This is an optimization exercise on Yosys and OpenROAD, whose aim is small area and a short achievable clock period, not a production implementation.
The RTL was checked by simulation tests, not by an equivalence proof against the original design.
Power is estimated from default activity; no workload was simulated.

## run.sh

```bash
#!/bin/bash
# synth_recipe.tcl (not shown) runs the flow's synth.tcl, then flattens the netlist and writes it again
# the make line also repeats each setting of config.mk as NAME=value (left out here)
make -C /OpenROAD-flow-scripts/flow DESIGN_CONFIG=/design/flow/config.mk WORK_HOME=/design/flow/orfs CLKGATE_MAP_FILE= SYNTH_SCRIPT=/design/flow/synth_recipe.tcl finish
```

## config.mk

```make
export PLATFORM = sky130hd
export DESIGN_NAME = riscv_core_ref
export DESIGN_NICKNAME = riscv_core_ref
export VERILOG_FILES = /design/flow/design.v
export SDC_FILE = /design/flow/constraint.sdc
export NUM_CORES = 4
export LEC_CHECK = 0
export CAP_MARGIN = 20
export CORE_MARGIN = 2
export CORE_UTILIZATION = 30
export PLACE_DENSITY = 0.45
export SLEW_MARGIN = 20
```

## constraint.sdc

```tcl
create_clock -name core_clock -period 12.0 [get_ports {clk}]
set_input_delay 2.4000 -clock core_clock [delete_from_list [all_inputs] [get_ports {clk}]]
set_output_delay 2.4000 -clock core_clock [all_outputs]
set_load 0.01 [all_outputs]
```

## design.v

```verilog
module riscv_core_ref (
input clk,
input rstn,
output [31:0] instr_mem_addr,
input  [31:0] instr_mem_rdata,
output [31:0] data_mem_addr,
output        data_mem_write,
output [31:0] data_mem_wdata,
input  [31:0] data_mem_rdata
);
wire [31:0] ins = instr_mem_rdata;
wire [6:0]  op  = ins[6:0];
wire [2:0]  f3  = ins[14:12];
wire [4:0]  rd  = ins[11:7];
wire [4:0]  ra  = ins[19:15];
wire [4:0]  rb  = ins[24:20];
wire        sg  = ins[31];
wire op_lui   = (op == 7'b0110111);
wire op_auipc = (op == 7'b0010111);
wire op_jal   = (op == 7'b1101111);
wire op_jalr  = (op == 7'b1100111) & (f3 == 3'b000);
wire op_br    = (op == 7'b1100011) & (f3[2:1] != 2'b01);
wire op_imm   = (op == 7'b0010011) &
                ((f3 == 3'b001) ? (ins[31:26] == 6'b000000) :
                 (f3 == 3'b101) ? ((ins[31:26] == 6'b000000) | (ins[31:26] == 6'b010000)) :
                 1'b1);
wire op_reg   = (op == 7'b0110011) &
                ((ins[31:25] == 7'b0000000) |
                 ((ins[31:25] == 7'b0100000) & ((f3 == 3'b000) | (f3 == 3'b101))));
wire op_load  = (op == 7'b0000011) & (f3 != 3'b011) & (f3[2:1] != 2'b11);
wire op_store = (op == 7'b0100011) & (f3[2] == 1'b0) & (f3[1:0] != 2'b11);
wire op_link  = op_jal | op_jalr;
wire rf_we    = (op_lui | op_auipc | op_link | op_imm | op_reg | op_load) & (rd != 5'd0);
wire [31:0] i_im = {{21{sg}}, ins[30:20]};
wire [31:0] s_im = {{21{sg}}, ins[30:25], ins[11:7]};
wire [31:0] b_im = {{20{sg}}, ins[7], ins[30:25], ins[11:8], 1'b0};
wire [31:0] u_im = {ins[31:12], 12'b0};
wire [31:0] j_im = {{12{sg}}, ins[19:12], ins[20], ins[30:21], 1'b0};
reg  [31:0] rf [1:31];
reg  [31:1] vld;
wire [31:0] wd;
wire [31:0] sel_a, sel_b;
assign sel_a[0] = 1'b0;
assign sel_b[0] = 1'b0;
genvar gi;
generate
for (gi = 1; gi < 32; gi = gi + 1) begin : g_rf
    assign sel_a[gi] = vld[gi] & (ra == gi);
    assign sel_b[gi] = vld[gi] & (rb == gi);
    always @(posedge clk) begin
        if (rf_we && rd == gi) rf[gi] <= wd;
    end
end
endgenerate
always @(posedge clk or negedge rstn) begin
    if (!rstn) vld <= 31'b0;
    else if (rf_we) vld[rd] <= 1'b1;
end
reg [31:0] rsa, rsb;
integer k;
always @(*) begin
    rsa = 32'b0;
    rsb = 32'b0;
    for (k = 1; k < 32; k = k + 1) begin
        rsa = rsa | ({32{sel_a[k]}} & rf[k]);
        rsb = rsb | ({32{sel_b[k]}} & rf[k]);
    end
end
reg  [31:1] pc;
wire [31:0] pc_w   = {pc, 1'b0};
wire [31:0] pc4    = pc_w + 32'd4;
wire [31:0] pc_imm = ins[3] ? j_im : (ins[2] ? u_im : b_im);
wire [31:0] pc_sum = pc_w + pc_imm;
wire [31:0] ag_im = op_store ? s_im : i_im;
wire [31:0] ag    = rsa + ag_im;
wire        use_imm = ~ins[5];                   
wire [31:0] opb     = use_imm ? i_im : rsb;
wire        do_sub  = ins[6] | (f3[2:1] == 2'b01) | (ins[5] & ins[30] & (f3 == 3'b000));
wire [32:0] diff    = {1'b0, rsa} + {1'b0, opb ^ {32{do_sub}}} + {32'b0, do_sub};
wire [31:0] sum     = diff[31:0];
wire        ltu     = ~diff[32];
wire        lt      = (rsa[31] ^ opb[31]) ? rsa[31] : sum[31];
wire        eq      = (rsa == rsb);
wire [4:0]  shamt   = opb[4:0];
wire        sh_left = ~f3[2];
wire        sh_fill = ins[30] & rsa[31];
reg  [31:0] sh_in;
integer m;
always @(*) for (m = 0; m < 32; m = m + 1) sh_in[m] = sh_left ? rsa[31-m] : rsa[m];
wire [31:0] sh_r    = $signed({sh_fill & ~sh_left, sh_in}) >>> shamt;
reg  [31:0] sh_out;
always @(*) for (m = 0; m < 32; m = m + 1) sh_out[m] = sh_left ? sh_r[31-m] : sh_r[m];
reg [31:0] alu;
always @(*) begin
    case (f3)
        3'b000: alu = sum;
        3'b001: alu = sh_out;
        3'b010: alu = {31'b0, lt};
        3'b011: alu = {31'b0, ltu};
        3'b100: alu = rsa ^ opb;
        3'b101: alu = sh_out;
        3'b110: alu = rsa | opb;
        default: alu = rsa & opb;
    endcase
end
wire br_c  = f3[2] ? (f3[1] ? ltu : lt) : eq;
wire taken = op_jal | (op_br & (br_c ^ f3[0]));
wire [31:1] pc_nxt = op_jalr ? ag[31:1] : taken ? pc_sum[31:1] : pc4[31:1];
always @(posedge clk or negedge rstn) begin
    if (!rstn) pc <= 31'b0;
    else       pc <= pc_nxt;
end
wire [1:0]  ab  = ag[1:0];
wire [15:0] ldh = ab[1] ? data_mem_rdata[31:16] : data_mem_rdata[15:0];
wire [7:0]  ldb = ab[0] ? ldh[15:8] : ldh[7:0];
reg  [31:0] ld;
always @(*) begin
    case (f3[1:0])
        2'b00:   ld = {{24{ldb[7] & ~f3[2]}}, ldb};
        2'b01:   ld = {{16{ldh[15] & ~f3[2]}}, ldh};
        default: ld = data_mem_rdata;
    endcase
end
assign wd = op_load  ? ld :
            op_lui   ? u_im :
            op_auipc ? pc_sum :
            op_link  ? pc4 :
                       alu;
reg [3:0] wm;
always @(*) begin
    wm = 4'b0000;
    if (op_store) begin
        case (f3[1:0])
            2'b00:   wm = 4'b0001 << ab;
            2'b01:   wm = ab[1] ? 4'b1100 : 4'b0011;
            default: wm = 4'b1111;
        endcase
    end
end
wire [31:0] st = f3[1] ? rsb : f3[0] ? {2{rsb[15:0]}} : {4{rsb[7:0]}};
assign data_mem_wdata[7:0]   = wm[0] ? st[7:0]   : data_mem_rdata[7:0];
assign data_mem_wdata[15:8]  = wm[1] ? st[15:8]  : data_mem_rdata[15:8];
assign data_mem_wdata[23:16] = wm[2] ? st[23:16] : data_mem_rdata[23:16];
assign data_mem_wdata[31:24] = wm[3] ? st[31:24] : data_mem_rdata[31:24];
assign data_mem_write = op_store;
assign data_mem_addr  = {ag[31:2], 2'b00};
assign instr_mem_addr = pc_w;
endmodule
```

==> summary.txt <==
## state kept, by name, indices dropped and copies added (netlist names)
signal	flops
pc	31
rf	992
vld	31
## critical path, cell delays in order
cell             delay [ps]
clkdlybuf4s50_1         600
buf_4                   280
and3b_4                 300
and2_0                  650
a22o_1                  390
nor4_1                  530
nand3_1                 470
ha_1                    390
nor3_1                  200
o21ai_0                 180
a21oi_1                 260
o21a_1                  180
o211ai_1                150
a221o_1                 430
a2111oi_0               500
nor3_1                  160
o41ai_1                 300
buf_4                   190
o21ai_0                 100
xor2_1                  190
clkdlybuf4s50_1         570
## logic make-up after synthesis
family,count (synthesis),share of synthesized area (%)
simple gates,2347,20.3
other cells,1,0.00615
fa+ha+maj,172,3.57
xor+xnor,179,2.57
flops,1054,51.4
compound gates,1305,15.3
buf+inv,571,3.81
mux,145,3.12
## power by group through the flow
| stage | Sequential, W | Combinational (W) | Clock (W) |
|---|---|---|---|
| detailed placement | 0.00436 | 0.00193 | 0 |
| CTS | 0.00429 | 0.00194 | 0.00385 |
| finish | 0.00429 | 0.00200 | 0.00385 |
| global placement | 0.00437 | 0.00194 | 0 |
| floorplan | 0.00433 | 0.000966 | 0 |
| global route | 0.00429 | 0.00206 | 0.00399 |
## Yosys cell counts (all sizes together) (36+ instances only)
| library cell | n |
|---|---|
| a2111oi | 41 |
| a21o | 50 |
| a21oi | 250 |
| a221oi | 42 |
| a222oi | 60 |
| a22o | 64 |
| a22oi | 312 |
| and2 | 62 |
| and3 | 134 |
| and3b | 36 |
| buf | 132 |
| clkbuf | 340 |
| dfrtp | 62 |
| edfxtp | 992 |
| ha | 169 |
| inv | 98 |
| mux2i | 97 |
| nand2 | 263 |
| nand3 | 949 |
| nand4 | 275 |
| nor2 | 297 |
| nor3 | 61 |
| nor4 | 80 |
| o21ai | 193 |
| o21bai | 47 |
| xnor2 | 115 |
| xor2 | 64 |
## area by class of cell
cell class | instances | area [sq um] | area share, %
diodes | 22 | 55.1 | 0.0762
inverters | 99 | 374 | 0.518
repair buffers | 581 | 5140 | 7.12
clock buffers | 140 | 3140 | 4.35
clock inverters | 83 | 881 | 1.22
well taps | 2672 | 3340 | 4.63
flip-flops and latches | 1054 | 31300 | 43.4
multi-input cells | 4151 | 28000 | 38.7
## routing by layer
| metal | global-route usage [%] | vias to the layer above | wire length [um] |
|---|---|---|---|
| li1 | - | 23300 | - |
| met1 | 48.0 | 31000 | 152000 |
| met2 | 57.2 | 5997 | 174000 |
| met3 | 13.6 | 1826 | 55300 |
| met4 | 29.1 | 28 | 38800 |
| met5 | 0.827 | - | 450 |
## final timing paths
check / from / slack [ps] / end
setup / recovery: instr_mem_rdata[18] / 150 / data_mem_addr[30]
hold / removal: vld[5]$_DFFE_PN0P_ / 570 / vld[5]$_DFFE_PN0P_
setup reg to reg: vld[31]$_DFFE_PN0P_ / 2680 / pc[26]$_DFF_PN0_
hold reg to reg: vld[5]$_DFFE_PN0P_ / 570 / vld[5]$_DFFE_PN0P_
max in group asynchronous: rstn / 9570 / vld[31]$_DFFE_PN0P_
min in group asynchronous: rstn / 1820 / pc[28]$_DFF_PN0_
## metrics by stage
stage	std cells	hold WS (ps)	instance area (sq um)	setup WS [ps]
floorplan	5776	449	61000	2270
global route	8782	602	72200	43.4
finish	8802	566	72300	153
CTS	8779	570	72200	533
global placement	8552	557	68000	441
detailed placement	8556	554	68200	561
==> results.json <==
{
  "outcome": "complete, no violations",
  "period_share_pct": 98.7,
  "yosysWarningCount": 2,
  "combPwrFrac_pct": 19.7,
  "grt_usage_pct": 39.3,
  "ys_types": 100,
  "numCtsBuffers": 119,
  "clk_latency_ps": 840,
  "clock_sinks": 1054,
  "final_common_cell": "edfxtp_1",
  "cts_tree": "yes",
  "ctsHoldBuffers": 0,
  "wire_per_inst_um": 47.7,
  "slew_headroom_pct": 11.5,
  "clockPowerShare_pct": 38.0,
  "postSynthCellCount": 5774,
  "swShare_pct": 31.7,
  "fill_cells": 20100,
  "end_kind": "output pin",
  "layout_common_cells": "edfxtp_1, nand3_1, buf_4",
  "post-route-util_pct": 35.8,
  "rsz0062_at_grt": "false",
  "clk_path_buf_depth": 3,
  "synth-async-reset-ratio_pct": 5.88,
  "grt_max_degree": 89,
  "synth_top_flop_cell": "edfxtp_1",
  "max_slew.worst_pin.slew_ps": 1330,
  "cp.required_ps": 9600,
  "globalplace.congestion": 1.01,
  "synth_edf_count": 992,
  "min_path_cells": 1,
  "synth_seq_cells": 1054,
  "drc": 0,
  "p_leak_nw": 25.8,
  "grt_pass1_vias": 57800,
  "antenna_found_initial": 26,
  "synth_top_area_share_pct": 48.8,
  "drtIter0Drc": 12300,
  "die_area_sq_um": 207000,
  "synth.area.top_cells": "edfxtp_1, nand3_1, a22oi_1",
  "syn-cell-area_sq_um": 61000,
  "die_w_um": 455,
  "clkTransAtPathRegs_ps": 60,
  "startpoint_type": "primary input",
  "drive_gt1_share_pct": 13.9,
  "grt_overflow": 0,
  "seqPwrFrac_pct": 42.3,
  "p_total_w": 0.0101,
  "setup_violations": 0,
  "syn2layout_area_growth_pct": 18.5,
  "hp-class": "register to register",
  "arrival_ps": 9450,
  "syn_area_per_cell_sq_um": 10.6,
  "fp-row-count": 165,
  "coreArea_sq_um": 202000,
  "peakVddDrop_v": 0.000134,
  "initial_utilization_pct": 30.2,
  "fin_crit_ps": 11850,
  "hpwl_mm": 286,
  "num_vias": 62100,
  "ios": 163,
  "die_h_um": 455,
  "synth_area_leader_cell": "edfxtp_1",
  "intPower_w": 0.00693,
  "maxCapViolCount": 0,
  "nets": 6244,
  "h-tree-depth": 3,
  "port_buffers": 159,
  "hold_violations": 0,
  "slew_viol_final": 0,
  "critical_path.max_fanout": 13,
  "cts_resized": 0,
  "yosysSeqAreaShare_pct": 51.4,
  "p_sw_w": 0.00322,
  "fmax_mhz": 84.4,
  "antenna_left": 0,
  "tns_ps": 0,
  "finClkSkew_ps": 56.2,
  "worstSetupPathType": "primary input to output pin",
  "post_cts_buffers": 0,
  "drt_wl_total_mm": 420,
  "r2r_cells": 27,
  "viasPerCell": 7.06,
  "grt_pass1_wl_mm": 548,
  "drtPass1Iterations": 13,
  "clock-root-buffer": "clkbuf_16",
  "powerDensity_nw_per_um2": 140
}

[afterwards: timing with drivers on the ports]
Ports are ideal in the flow. The routed layout listed here was re-timed in OpenROAD.
Step 1 (the two cells are an assumption about what drives the block):
set clk [get_ports {clk}]
set_driving_cell -lib_cell sky130_fd_sc_hd__clkbuf_16 $clk
set_driving_cell -lib_cell sky130_fd_sc_hd__buf_2 [delete_from_list [all_inputs] $clk]
Step 2, shift: input delay + t, output delay - t, t = (earliest + latest rising clock arrival at the registers) / 2. This alone moves slack from input paths to output paths.
a / b / c = no drivers / after step 1 / after step 2; a / b = the first two.
shift t [ns]: 0.896
setup WS [ns]: 0.153 / 0.133 / 0.133
hold WS [ns]: 0.566 / 0.566 / 0.566
worst setup path after step 2: input to output
worst register clock-pin slew, ns: 0.09 / 0.09
After both steps this run still meets setup and hold. For this run, drivers alone change the setup slack by -0.020 ns; drivers and shift together by -0.020 ns.
